This design comes from an exercise in tuning for small area on the open sky130 flow, not from production work. Only simulation tests tie the RTL to the original design; equivalence was not proved. The clock port is modelled as an ideal driver, which makes a skipped or thinned clock tree look cheaper than it is; a real chip needs a root buffer or a tree. Power figures rest on the tool's default switching activity, not on a simulated workload.

Setup of build 58:
## FFT
module FFT (input wire [3:0] x_in0, input wire [3:0] x_in1, input wire [3:0] x_in2, input wire [3:0] x_in3,
            input wire [3:0] x_in4, input wire [3:0] x_in5, input wire [3:0] x_in6, input wire [3:0] x_in7,
            input wire Clock, input wire Reset,
            output wire [6:0] X_out0, output wire [11:0] X_out1, output wire [11:0] X_out2, output wire [17:0] X_out3,
            output wire [9:0] X_out4, output wire [15:0] X_out5, output wire [15:0] X_out6, output wire [21:0] X_out7);
export LEC_CHECK = 0
export CAP_MARGIN = 20
export CORE_MARGIN = 2
export CORE_UTILIZATION = 40
export CTS_BUF_LIST = sky130_fd_sc_hd__clkbuf_8
export CTS_CLUSTER_DIAMETER = 200
export CTS_CLUSTER_SIZE = 40
export SLEW_MARGIN = 20
export SYNTH_HIERARCHICAL = 1
create_clock -name core_clock -period 5.0 [get_ports {Clock}]
standard.sh (not shown) runs the stock make flow with config.mk's settings and CLKGATE_MAP_FILE= SYNTH_SCRIPT=/design/flow/synth_recipe.tcl, a recipe that flattens the netlist after the stock synthesis.
==> flow/flow/run.sh <==
#!/bin/bash
# The standard layout, with the smallest buffer on every input and output port
# (the standard flow picks a 10 um2 delay buffer for them) and a small clock tree
# without dummy loads.
set -euo pipefail
export BUFFER_PORTS_ARGS="-buffer_cell sky130_fd_sc_hd__buf_1"
export CTS_ARGS="-sink_clustering_enable -repair_clock_nets -dont_use_dummy_load -buf_list sky130_fd_sc_hd__clkbuf_8 -root_buf sky130_fd_sc_hd__clkbuf_8 -sink_clustering_size 32 -sink_clustering_max_diameter 300"
bash standard.sh > standard.log 2>&1
Build 58 closes out successfully: all stages finished, all timing, DRC and antenna checks passed.
Input changes introduced in build 75 (baseline for comparison: build 58):
Settings: putting GPL_TIMING_DRIVEN at 0 where nothing was set; clearing CTS_BUF_LIST, which used to be sky130_fd_sc_hd__clkbuf_8; clearing CTS_CLUSTER_SIZE, which used to be 40; clearing CTS_CLUSTER_DIAMETER, which used to be 200.
==> flow/flow/run.sh <==
#!/bin/bash
# The standard layout, with the smallest buffer on every input and output port (the standard
# flow picks a 10 um2 delay buffer for them) and a one-level clock tree of two buffers (flow/onebuf.tcl).
set -euo pipefail
export BUFFER_PORTS_ARGS="-buffer_cell sky130_fd_sc_hd__buf_1"
export PRE_CTS_TCL="$PWD/flow/onebuf.tcl"
bash standard.sh > standard.log 2>&1
==> flow/flow/onebuf.tcl (new file) <==
# Sourced before CTS (PRE_CTS_TCL). With only 32 flip-flops, two clkbuf_8 can drive every clock
# pin, so the clock tree is one level: the clock port drives two buffers, each driving the clock
# pins of one half of the flip-flops (split by x) from the centre of that half (detailed
# placement legalizes them). This replaces TritonCTS's root-plus-four-leaves tree.
proc clock_tree_synthesis { args } {
  set db [ord::get_db]
  set block [ord::get_db_block]
  set port_net [$block findNet Clock]
  set master [$db findMaster sky130_fd_sc_hd__clkbuf_8]
  $port_net setSigType CLOCK
  set sinks {}
  foreach it [$port_net getITerms] {
    set box [[$it getInst] getBBox]
    lappend sinks [list [expr {([$box xMin] + [$box xMax]) / 2}] [expr {([$box yMin] + [$box yMax]) / 2}] $it]
  }
  set sinks [lsort -integer -index 0 $sinks]
  set half [expr {[llength $sinks] / 2}]
  set groups [list [lrange $sinks 0 [expr {$half - 1}]] [lrange $sinks $half end]]
  set k 0
  foreach grp $groups {
    set buf [odb::dbInst_create $block $master clkbuf_${k}_Clock]
    set net [odb::dbNet_create $block clknet_${k}_Clock]
    $net setSigType CLOCK
    set sx 0; set sy 0
    foreach s $grp {
      lassign $s x y it
      $it disconnect
      $it connect $net
      incr sx $x; incr sy $y
    }
    [$buf findITerm A] connect $port_net
    [$buf findITerm X] connect $net
    $buf setLocation [expr {$sx / [llength $grp]}] [expr {$sy / [llength $grp]}]
    $buf setPlacementStatus PLACED
    puts "clock buffer $k drives [llength $grp] clock pins"
    incr k
  }
  set_propagated_clock [all_clocks]
}
For via count, dividing the value from build 58 by the value from build 75 gives 0.942. Lower multi-input gate share of the layout cell area goes to build 75 over build 58. Between build 58 and build 75, the cell count went up. Portion of the clock cycle consumed by the worst path in the final layout | build 75 below build 58. Build 75 ended with more peak per-stage delay on the critical path than build 58. Across both runs, remaining max-slew budget at the tightest pin was higher for build 75 than for build 58. The total power consumption of the routed design of build 75 exceeds that of build 58 by about 24%. Build 75 improves on build 58 in final period demand of the worst path. Compared with build 58, in build 75 wire length went down about 0.54%; first-pass GRT wire length saw an increase. Build 75 vs build 58 — number of inserted filler cells in the final layout dropped by a few percent.
--- input diff build 75..build 57 ---
Settings: a deleted GPL_TIMING_DRIVEN that had been 0; an added CTS_BUF_LIST of sky130_fd_sc_hd__clkbuf_8; an added CTS_CLUSTER_DIAMETER of 200; an added CTS_CLUSTER_SIZE of 40.
==> summary.txt <==
In build 57 relative to build 75, wire length of the first global-routing pass had gone down by a few percent. Compare build 57 and build 75 | half-perimeter wire length after detailed placement lower: build 75. The final reports for build 57 and build 75 show fraction of area in multi-input gates higher in the former. Build 75 ended up with fa_1 as its worst-path cell with the longest stage delay; build 57 ended up with dfrtp_1. In the flow results for build 57 and build 75, the proportion of power drawn by combinational gates is larger on build 75. Worst slack on hold paths (build 57 over build 75): increase, 0.023 ns. Re final worst-path cycle share: build 75 was higher than build 57. Compared with build 75, build 57 has extra setup slack. Going from build 75 to build 57, number of hold violations in the final report held, per-cell via count in the routed design went up about 6%.
Input-level comparison between build 16 and build 57:
diff --git a/flow/flow/run.sh b/flow/flow/run.sh
--- a/flow/flow/run.sh
+++ b/flow/flow/run.sh
@@ -3 +3 @@
-# flow picks a 10 um2 delay buffer for them) and a one-level clock tree of two buffers (flow/onebuf.tcl).
+# flow picks a 10 um2 delay buffer for them) and a one-buffer clock tree (flow/onebuf.tcl).
==> flow/flow/onebuf.tcl <==
# Sourced before CTS (PRE_CTS_TCL). With only 32 flip-flops one clkbuf_16 can drive every clock
# pin, so the clock tree is a single buffer between the clock port and the flip-flops, placed at
# their centre (detailed placement legalizes it), instead of TritonCTS's root-plus-four tree.
proc clock_tree_synthesis { args } {
  set db [ord::get_db]
  set block [ord::get_db_block]
  set port_net [$block findNet Clock]
  set master [$db findMaster sky130_fd_sc_hd__clkbuf_16]
  set buf [odb::dbInst_create $block $master clkbuf_0_Clock]
  set net [odb::dbNet_create $block clknet_0_Clock]
  $net setSigType CLOCK
  $port_net setSigType CLOCK
  set sx 0; set sy 0; set n 0
  foreach it [$port_net getITerms] {
    set inst [$it getInst]
    $it disconnect
    $it connect $net
    set box [$inst getBBox]
    set sx [expr {$sx + ([$box xMin] + [$box xMax]) / 2}]
    set sy [expr {$sy + ([$box yMin] + [$box yMax]) / 2}]
    incr n
  }
  [$buf findITerm A] connect $port_net
  [$buf findITerm X] connect $net
  $buf setLocation [expr {$sx / $n}] [expr {$sy / $n}]
  $buf setPlacementStatus PLACED
  puts "one clock buffer drives $n clock pins"
  set_propagated_clock [all_clocks]
}
Findings:
Comparing build 57 and build 16, the higher hold slack was measured on build 57.
Fraction of final layout cells with drive strength greater than 1 was higher in the run labelled build 16.
Any difference in power between build 16 and build 57 is small enough to ignore.
Wire length of the first global-routing pass in build 16 vs build 57: down about 0.44%
Build 57 -> build 16: area used by multi-input combinational logic flat
Changes observed in build 16 relative to build 57: placeable core region barely changed; worst setup slack dropped 0.019 ns; layout overhead on the synthesized area barely changed; core utilization barely changed.
Sequential share of layout area: build 16 vs build 57 — no meaningful difference
Build 16 -> build 57: wire length flat
In build 75, build 57 and build 16 the design's own scripts or RTL, not TritonCTS, make the clock network.

========
juniper:
FFT, a different RTL version from the one above (not shown whole).
Size in the first run: roughly 500 cells after synthesis, about 32 flip-flops.
Settings: LEC_CHECK=0, CAP_MARGIN=20, CORE_MARGIN=2, CORE_UTILIZATION=40, CTS_BUF_LIST=sky130_fd_sc_hd__clkbuf_8, CTS_CLUSTER_DIAMETER=200, CTS_CLUSTER_SIZE=40, SLEW_MARGIN=20, SYNTH_HIERARCHICAL=1; clock period 5.0 ns.
==> flow/flow/run.sh <==
#!/bin/bash
# The standard layout, with the smallest buffer on every input and output port (the standard
# flow picks a 10 um2 delay buffer for them) and a one-level clock tree of two buffers (flow/onebuf.tcl).
set -euo pipefail
export BUFFER_PORTS_ARGS="-buffer_cell sky130_fd_sc_hd__buf_1"
export PRE_CTS_TCL="$PWD/flow/onebuf.tcl"
bash standard.sh > standard.log 2>&1
==> flow/flow/onebuf.tcl <==
# Sourced before CTS (PRE_CTS_TCL). With only 32 flip-flops, two clkbuf_8 can drive every clock
# pin, so the clock tree is one level: the clock port drives two buffers, each driving the clock
# pins of one half of the flip-flops (split by x) from the centre of that half (detailed
# placement legalizes them). This replaces TritonCTS's root-plus-four-leaves tree.
proc clock_tree_synthesis { args } {
  set db [ord::get_db]
  set block [ord::get_db_block]
  set port_net [$block findNet Clock]
  set master [$db findMaster sky130_fd_sc_hd__clkbuf_8]
  $port_net setSigType CLOCK
  set sinks {}
  foreach it [$port_net getITerms] {
    set box [[$it getInst] getBBox]
    lappend sinks [list [expr {([$box xMin] + [$box xMax]) / 2}] [expr {([$box yMin] + [$box yMax]) / 2}] $it]
  }
  set sinks [lsort -integer -index 0 $sinks]
  set half [expr {[llength $sinks] / 2}]
  set groups [list [lrange $sinks 0 [expr {$half - 1}]] [lrange $sinks $half end]]
  set k 0
  foreach grp $groups {
    set buf [odb::dbInst_create $block $master clkbuf_${k}_Clock]
    set net [odb::dbNet_create $block clknet_${k}_Clock]
    $net setSigType CLOCK
    set sx 0; set sy 0
    foreach s $grp {
      lassign $s x y it
      $it disconnect
      $it connect $net
      incr sx $x; incr sy $y
    }
    [$buf findITerm A] connect $port_net
    [$buf findITerm X] connect $net
    $buf setLocation [expr {$sx / [llength $grp]}] [expr {$sy / [llength $grp]}]
    $buf setPlacementStatus PLACED
    puts "clock buffer $k drives [llength $grp] clock pins"
    incr k
  }
  set_propagated_clock [all_clocks]
}
## Diff of input files: cedar against juniper
==> flow/flow/run.sh <==
#!/bin/bash
# The standard layout, with: the smallest buffer on every input and output port (the standard
# flow picks a 10 um2 delay buffer for them); the synthesized gates at their smallest drive
# strength before floorplanning (repair sizes them up where needed); a one-level clock tree of
# two buffers (flow/onebuf.tcl).
set -euo pipefail
export BUFFER_PORTS_ARGS="-buffer_cell sky130_fd_sc_hd__buf_1"
export PRE_CTS_TCL="$PWD/flow/onebuf.tcl"
R=orfs/results/sky130hd/FFT/base
bash standard.sh synth > standard_synth.log 2>&1
DOWNSIZE_ODB=$R/1_synth.odb openroad -no_init -exit flow/downsize.tcl > downsize.log 2>&1
touch $R/1_synth.sdc
bash standard.sh > standard.log 2>&1
==> flow/flow/downsize.tcl (new file) <==
set odb $::env(DOWNSIZE_ODB)
read_db $odb
set db [ord::get_db]
set block [ord::get_db_block]
set down 0
set up 0
foreach inst [$block getInsts] {
  set name [[$inst getMaster] getName]
  if {[regexp {^(sky130_fd_sc_hd__(a21oi|o21ai|nand2|nor2|xor2|xnor2|inv))_([0-9]+)$} $name -> base kind size] && $size > 1} {
    set m [$db findMaster ${base}_1]
    if {$m ne "NULL" && $m ne ""} { $inst swapMaster $m; incr down }
    continue
  }
  if {[regexp {^(sky130_fd_sc_hd__(dfrtp|ha|fa))_1$} $name -> base kind]} {
    set loads 0
    foreach it [$inst getITerms] {
      if {[$it isOutputSignal]} {
        set net [$it getNet]
        if {$net ne "NULL" && $net ne ""} { set loads [expr {max($loads, [llength [$net getITerms]] - 1)}] }
      }
    }
    if {$loads >= 4} { $inst swapMaster [$db findMaster ${base}_2]; incr up }
  }
}
puts "downsized $down cells, upsized $up drivers"
write_db $odb
Results
- Sort juniper and cedar by first-pass GRT wire length desc -> top: cedar
- juniper and cedar ended up with nearly the same total of buffers placed on input and output ports.
- Going from juniper to cedar, internal portion of total power now sits lower, y dimension of the die shrank by 0.43%, share of the clock period used by the worst path after layout saw an increase, area of all placed cells without fillers decreased by about 0.9% relative to the old numbers, pre-CTS worst setup slack +0.070 ns.
> inputs changed (cedar -> zinc)
-- flow/flow/downsize.tcl --
<<< cedar, line 13
  }
  if {[regexp {^(sky130_fd_sc_hd__(dfrtp|ha|fa))_1$} $name -> base kind]} {
    set loads 0
>>> zinc, line 13
  }
  if {[regexp {^(sky130_fd_sc_hd__(dfrtp))_1$} $name -> base kind]} {
    set loads 0
Results
Diff zinc..cedar | relative area change from synthesis to final layout | unchanged
Setup violation total in the final timing report: cedar vs zinc identical
There was hardly any difference in routed length on met3 between cedar and zinc.
Comparing zinc against cedar, there is no change at all in total met2 wirelength after detailed routing.
Sequential share of layout area: zinc vs cedar identical
[compare] base=cedar new=zinc: routing usage on met3 essentially unchanged, worst setup slack essentially unchanged, die area essentially unchanged.
### zinc -> tundra
==> flow/flow/downsize.tcl <==
# Give every combinational cell that synthesis sized above _1 its _1 drive strength;
# the later repair steps size up again wherever timing or slew needs it.
set odb $::env(DOWNSIZE_ODB)
read_db $odb
set db [ord::get_db]
set block [ord::get_db_block]
set n 0
foreach inst [$block getInsts] {
  set name [[$inst getMaster] getName]
  if {[regexp {^(sky130_fd_sc_hd__(a21oi|a21o|o21ai|nand2|nor2|xor2|xnor2|inv|and2|or2))_([0-9]+)$} $name -> base kind size] && $size > 1} {
    set m [$db findMaster ${base}_1]
    if {$m ne "NULL" && $m ne ""} { $inst swapMaster $m; incr n }
  }
}
puts "downsized $n cells"
write_db $odb
--- outcome ---
Every run (tundra and zinc) finished clean.
In the metrics for tundra and zinc, the one carrying the lower multi-input combinational cell area is zinc.
Changes observed in tundra relative to zinc: time the final worst path needs with I/O delays and setup fell 0.050 ns; peak supply drop rose about 140%; final layout net count rose 6; critical path depth fell 3.
Cmp tundra and zinc / floorplan die area / lower: tundra
The routed wire length of tundra was superior to that of zinc.
Final cell count without fillers: tundra > zinc
Comparing tundra and zinc, the higher delay contributed by the slowest stage of the critical path was measured on tundra.
In the tables for tundra and zinc, hold slack reads higher with zinc.
Comparing zinc against tundra, there is no change at all in post-detailed-route DRC marker count.
Inputs modified between tundra and ember:
Settings: CORE_UTILIZATION changed from 40 to 60.
==> flow/flow/run.sh <==
#!/bin/bash
# The standard layout, with: the smallest buffer on every input and output port (the standard
# flow picks a 10 um2 delay buffer for them); the synthesized gates at their smallest drive
# strength before floorplanning (repair sizes them up where needed); a small clock tree without
# dummy loads.
set -euo pipefail
export BUFFER_PORTS_ARGS="-buffer_cell sky130_fd_sc_hd__buf_1"
export CTS_ARGS="-repair_clock_nets -dont_use_dummy_load -buf_list sky130_fd_sc_hd__clkbuf_8 -root_buf sky130_fd_sc_hd__clkbuf_16"
R=orfs/results/sky130hd/FFT/base
bash standard.sh synth > standard_synth.log 2>&1
DOWNSIZE_ODB=$R/1_synth.odb openroad -no_init -exit flow/downsize.tcl > downsize.log 2>&1
touch $R/1_synth.sdc
bash standard.sh > standard.log 2>&1
removed: flow/flow/onebuf.tcl
--- outcome ---
ember went all the way through the flow, and no timing, DRC or antenna check failed. Summary of ember over tundra: die area now sits lower, fill cell total of the finished layout now sits lower, cell-internal power now sits higher, critical path depth now sits higher. Cmp ember and tundra / met1 layer usage reported by global route / lower: tundra. Comparing ember and tundra, design area is lower on tundra.
Inputs modified between ember and amber:
Settings: a change of CORE_UTILIZATION from 60 to 40.
==> flow/flow/run.sh <==
#!/bin/bash
# The standard layout, with the smallest buffer on every input and output port
# (the standard flow picks a 10 um2 delay buffer for them) and a small clock tree
# without dummy loads.
set -euo pipefail
export BUFFER_PORTS_ARGS="-buffer_cell sky130_fd_sc_hd__buf_1"
export CTS_ARGS="-sink_clustering_enable -repair_clock_nets -dont_use_dummy_load -buf_list sky130_fd_sc_hd__clkbuf_16 -root_buf sky130_fd_sc_hd__clkbuf_16 -sink_clustering_size 50 -sink_clustering_max_diameter 2000"
bash standard.sh > standard.log 2>&1
removed: flow/flow/downsize.tcl
Findings:
- | average routed wire per standard cell | higher: amber |
- In the floorplan summary, amber is listed with a die area greater than that of ember.
- Between ember and amber, the flow reports average footprint of a synthesized cell increasing slightly.
In juniper, cedar, zinc and tundra the design's own scripts or RTL, not TritonCTS, make the clock network.

separate check: timing with driven ports:
In the flow no input, the clock included, has a driving cell. The finished layouts below were timed again as built, in two steps.
Step 1 sets driving cells, clkbuf_16 on the clock port and buf_2 on the other inputs (assumed; they add their load-dependent delay and slew).
Step 2 times the ports against the registers' clock, not the clock port: input delays grow and output delays shrink by t, the midpoint of the rising clock arrivals with the driver on.
a / b / c = ideal ports / drivers / drivers and shift; a / b = the first two.
| run | t (ns) | setup slack, ns | worst setup path after step 2 | cell pins on the clock port's net |
|---|---|---|---|---|
| build 58 | 0.305 | 0.203 / 0.175 / 0.481 | register to output | 1 |
| build 75 | 0.193 | 0.244 / 0.207 / 0.400 | register to output | 2 |
| build 57 | 0.190 | 0.258 / 0.222 / 0.412 | register to output | 2 |
| build 16 | 0.203 | 0.239 / 0.206 / 0.408 | register to output | 1 |
| juniper | 0.194 | 0.236 / 0.200 / 0.394 | register to output | 2 |
| cedar | 0.203 | 0.168 / 0.127 / 0.330 | register to output | 2 |
| zinc | 0.203 | 0.168 / 0.127 / 0.330 | register to output | 2 |
| tundra | 0.197 | 0.217 / 0.180 / 0.377 | register to output | 2 |
| ember | 0.305 | 0.176 / 0.139 / 0.445 | register to output | 1 |
| amber | 0.304 | 0.198 / 0.165 / 0.469 | register to output | 1 |
After both steps setup and hold are still met in every run listed.
